This is an optimization exercise on Yosys and OpenROAD, whose aim is small area and a short achievable clock period, not a production implementation.
In this exercise RTL edits were held to simulation tests only and were not proved equivalent to the original.
No activity file was given, so power comes from the tool's default toggle rates.

==> flow/design.v <==
module sahinatilkan
(
input  logic        clk, reset,
input  logic [31:0] komut,
output logic [31:0] pc,
output logic        hata
);
logic [6:0] op;
logic [4:0] rd, rs1, rs2;
logic [2:0] f3;
logic [3:0] f;
assign op  = komut[6:0];
assign rd  = komut[11:7];
assign f3  = komut[14:12];
assign rs1 = komut[19:15];
assign rs2 = komut[24:20];
assign f   = {komut[30], f3};
logic isR, isI, isU, isB;
assign isR = (op == 7'b0000001);
assign isI = (op == 7'b0000011);
assign isU = (op == 7'b0000111);
assign isB = (op == 7'b0001111);
logic r_add, r_sub, r_and, r_or, r_xor, r_sll, r_srl, r_sra, r_ok;
assign r_add = isR & (f == 4'd0);
assign r_sub = isR & (f == 4'd8);
assign r_and = isR & (f == 4'd7);
assign r_or  = isR & (f == 4'd6);
assign r_xor = isR & (f == 4'd4);
assign r_sll = isR & (f == 4'd1);
assign r_srl = isR & (f == 4'd5);
assign r_sra = isR & (f == 4'd13);
assign r_ok  = r_add | r_sub | r_and | r_or | r_xor | r_sll | r_srl | r_sra;
logic i_add, i_and, i_or, i_xor, i_sll, i_srl, i_ok;
assign i_add = isI & (f3 == 3'd0);
assign i_and = isI & (f3 == 3'd7);
assign i_or  = isI & (f3 == 3'd6);
assign i_xor = isI & (f3 == 3'd4);
assign i_sll = isI & (f3 == 3'd1);
assign i_srl = isI & (f3 == 3'd5);
assign i_ok  = i_add | i_and | i_or | i_xor | i_sll | i_srl;
assign hata = ~(r_ok | i_ok | isU | (isB & (f3 != 3'd2)));
logic s_add, s_xor, s_and, s_or, s_land, s_lor, s_sl, s_sr, s_u, sub, left, arith;
assign s_add  = reset & (r_add | r_sub | i_add);
assign s_xor  = reset & (r_xor | i_xor);
assign s_and  = reset & i_and;
assign s_or   = reset & i_or;
assign s_land = reset & r_and;
assign s_lor  = reset & r_or;
assign s_sl   = reset & (r_sll | i_sll);
assign s_sr   = reset & (r_srl | r_sra | i_srl);
assign s_u    = reset & isU;
assign sub    = r_sub | isB;
assign left   = r_sll | i_sll;
assign arith  = r_sra;
logic wr;
assign wr = r_ok | i_ok | isU;
logic [31:0] x [0:9];
logic [31:0] res;
logic [31:0] a, b;
always_comb begin
    a = 32'b0;
    b = isI ? {20'b0, komut[31:20]} : 32'b0;
    for (int k = 0; k < 10; k++) begin
        if (rs1 == k) a = a | x[k];
        if (!isI && rs2 == k) b = b | x[k];
    end
end
genvar g;
generate
for (g = 0; g < 10; g++) begin : rf
    always_ff @(posedge clk)
        if (!reset || (wr && rd == g))
            x[g] <= res;
end
endgenerate
logic [32:0] sum;
logic [31:0] bop, gg, pp;
logic [31:0] G [0:5];
logic [31:0] P [0:5];
assign bop = b ^ {32{sub}};
assign gg  = a & bop;
assign pp  = a | bop;
always_comb begin
    G[0] = gg;
    P[0] = pp;
    G[0][0] = gg[0] | (pp[0] & sub);
    for (int l = 0; l < 5; l++)
        for (int i = 0; i < 32; i++)
            if (i >= (1 << l)) begin
                G[l+1][i] = G[l][i] | (P[l][i] & G[l][i - (1 << l)]);
                P[l+1][i] = P[l][i] & P[l][i - (1 << l)];
            end else begin
                G[l+1][i] = G[l][i];
                P[l+1][i] = P[l][i];
            end
end
assign sum[32]   = G[5][31];
assign sum[31:0] = (a ^ b) ^ ({G[5][30:0], sub} ^ {32{sub}});
logic [31:0] ax;
assign ax = a ^ b;
logic eq, ult, slt;
assign eq  = (ax == 32'b0);
assign ult = ~sum[32];
assign slt = (a[31] ^ b[31]) ? a[31] : ~sum[32];
logic anz, bnz;
assign anz = |a;
assign bnz = |b;
logic [31:0] src, shr, rsh;
logic        fill, over;
always_comb
    for (int i = 0; i < 32; i++) src[i] = left ? a[31 - i] : a[i];
assign fill = arith & a[31];
assign over = |b[31:5];
assign shr  = over ? {32{fill}} : 32'($signed({fill, src}) >>> b[4:0]);
always_comb
    for (int i = 0; i < 32; i++) rsh[i] = shr[31 - i];
assign res = ({32{s_add}} & sum[31:0])
           | ({32{s_xor}} & ax)
           | ({32{s_and}} & (a & {20'b0, komut[31:20]}))
           | ({32{s_or}}  & (a | {20'b0, komut[31:20]}))
           | {31'b0, s_land & anz & bnz}
           | {31'b0, s_lor & (anz | bnz)}
           | ({32{s_sl}}  & rsh)
           | ({32{s_sr}}  & shr)
           | ({32{s_u}}   & {12'b0, komut[31:12]});
logic taken;
always_comb
    case (f3)
        3'd0: taken = eq;
        3'd1: taken = ~eq;
        3'd3: taken = 1'b1;
        3'd4: taken = slt;
        3'd5: taken = ~slt;
        3'd6: taken = ult;
        3'd7: taken = ~ult;
        default: taken = 1'b0;
    endcase
logic [31:1] pcr;
logic [29:0] pcinc, ones;
logic [7:0]  grp;
always_comb begin
    for (int k = 0; k < 8; k++) begin
        grp[k] = 1'b1;
        for (int j = 4 * k; j < 4 * k + 4 && j < 30; j++) grp[k] = grp[k] & pcr[j + 2];
    end
    for (int i = 0; i < 30; i++) begin
        ones[i] = 1'b1;
        for (int k = 0; k < i / 4; k++) ones[i] = ones[i] & grp[k];
        for (int j = 4 * (i / 4); j < i; j++) ones[i] = ones[i] & pcr[j + 2];
        pcinc[i] = pcr[i + 2] ^ ones[i];
    end
end
always_ff @(posedge clk)
    if (!reset)
        pcr <= 31'b0;
    else if (isB && taken)
        pcr <= {19'b0, komut[31:25], komut[11:8], komut[7]};
    else
        pcr <= {pcinc, pcr[1]};
assign pc = {pcr, 1'b0};
endmodule
Settings: LEC_CHECK=0, CAP_MARGIN=20, CORE_MARGIN=2, CORE_UTILIZATION=40, SETUP_SLACK_MARGIN=0.2, SLEW_MARGIN=20; clock period 12.0 ns.
standard.sh (not shown) runs the stock make flow with config.mk's settings and CLKGATE_MAP_FILE= SYNTH_SCRIPT=/design/flow/synth_recipe.tcl, a recipe that flattens the netlist after the stock synthesis.
==> flow/flow/run.sh <==
#!/bin/bash
# Standard ORFS layout of this design with the make variables listed in
# flow/settings.txt (one VAR=VALUE per line) given on the make command line.
set -euo pipefail
W=$PWD
mapfile -t SETTINGS < <(grep -v '^\s*#' flow/settings.txt | grep '=')
make -C "$FLOW_HOME" DESIGN_CONFIG="$W/config.mk" WORK_HOME="$W/orfs" CLKGATE_MAP_FILE= \
  SYNTH_SCRIPT="$W/synth_recipe.tcl" "${SETTINGS[@]}" finish > "$W/make_finish.log" 2>&1
: # left out here: write the final layout as DEF
==> flow/flow/settings.txt <==
CAP_MARGIN=20
CORE_MARGIN=2
CORE_UTILIZATION=40
SLEW_MARGIN=20
SETUP_SLACK_MARGIN=6
The baseline produced a clean layout.
==> next run, changes <==
==> flow/flow/run.sh (replaced) <==
#!/bin/bash
# ORFS layout of this design: the standard flow's synthesis script with Yosys's abc call
# given flow/abc.script instead of ORFS's speed script, then the standard ORFS
# steps with the make variables listed in flow/settings.txt (one VAR=VALUE per
# line). Each tool's output goes to the ORFS logs and to make_*.log here.
set -euo pipefail
W=$PWD
# synthesis script: synth_recipe.tcl with abc's -script argument replaced
{
  echo 'proc abc {args} {'
  echo '  set i [lsearch -exact $args -script]'
  echo "  if {\$i >= 0} { lset args [expr {\$i + 1}] {$W/flow/abc.script} }"
  echo '  yosys abc {*}$args'
  echo '}'
  cat "$W/synth_recipe.tcl"
} > "$W/my_synth.tcl"
mapfile -t SETTINGS < <(grep -v '^\s*#' flow/settings.txt | grep '=')
make -C "$FLOW_HOME" DESIGN_CONFIG="$W/config.mk" WORK_HOME="$W/orfs" CLKGATE_MAP_FILE= \
  SYNTH_SCRIPT="$W/my_synth.tcl" "${SETTINGS[@]}" finish > "$W/make_finish.log" 2>&1
: # left out here: write the final layout as DEF
==> flow/flow/abc.script (new file) <==
&get -n
&st
&dch
&nf
&put
buffer -c
topo
stime -c
upsize -c
dnsize -c
==> flow/flow/settings.txt (replaced) <==
CAP_MARGIN=20
CORE_MARGIN=2
CORE_UTILIZATION=40
SLEW_MARGIN=20
SETUP_SLACK_MARGIN=5.5
Result: Non-clock buffer count fell by 102; final cell count fell by 5.2%; total power fell by 5.1%; register-to-register slack is better by 1.1 ns.

[what the ideal ports hide]
How much do the figures lean on ideal ports? The routed layouts below were timed once more, with nothing changed but the port constraints.
Step 1, drivers: a clkbuf_16 drives clk and a buf_2 each remaining input, both assumed.
Step 2, shift: input delay + t, output delay - t, t = (earliest + latest rising clock arrival at the registers) / 2. This alone moves slack from input paths to output paths.
Slacks: ideal / step 1 / step 2; pairs: ideal / step 1.
run	t (ns)	setup WS [ns]	worst setup path at the end
the first run	0.631	4.899 / 4.928 / 4.298	input to register
the second run	0.625	5.478 / 5.497 / 4.887	input to register
After both steps every run listed still meets setup and hold. The setup slack of the first run, which loses most, moves by +0.029 ns with the drivers and by -0.601 ns with both steps.
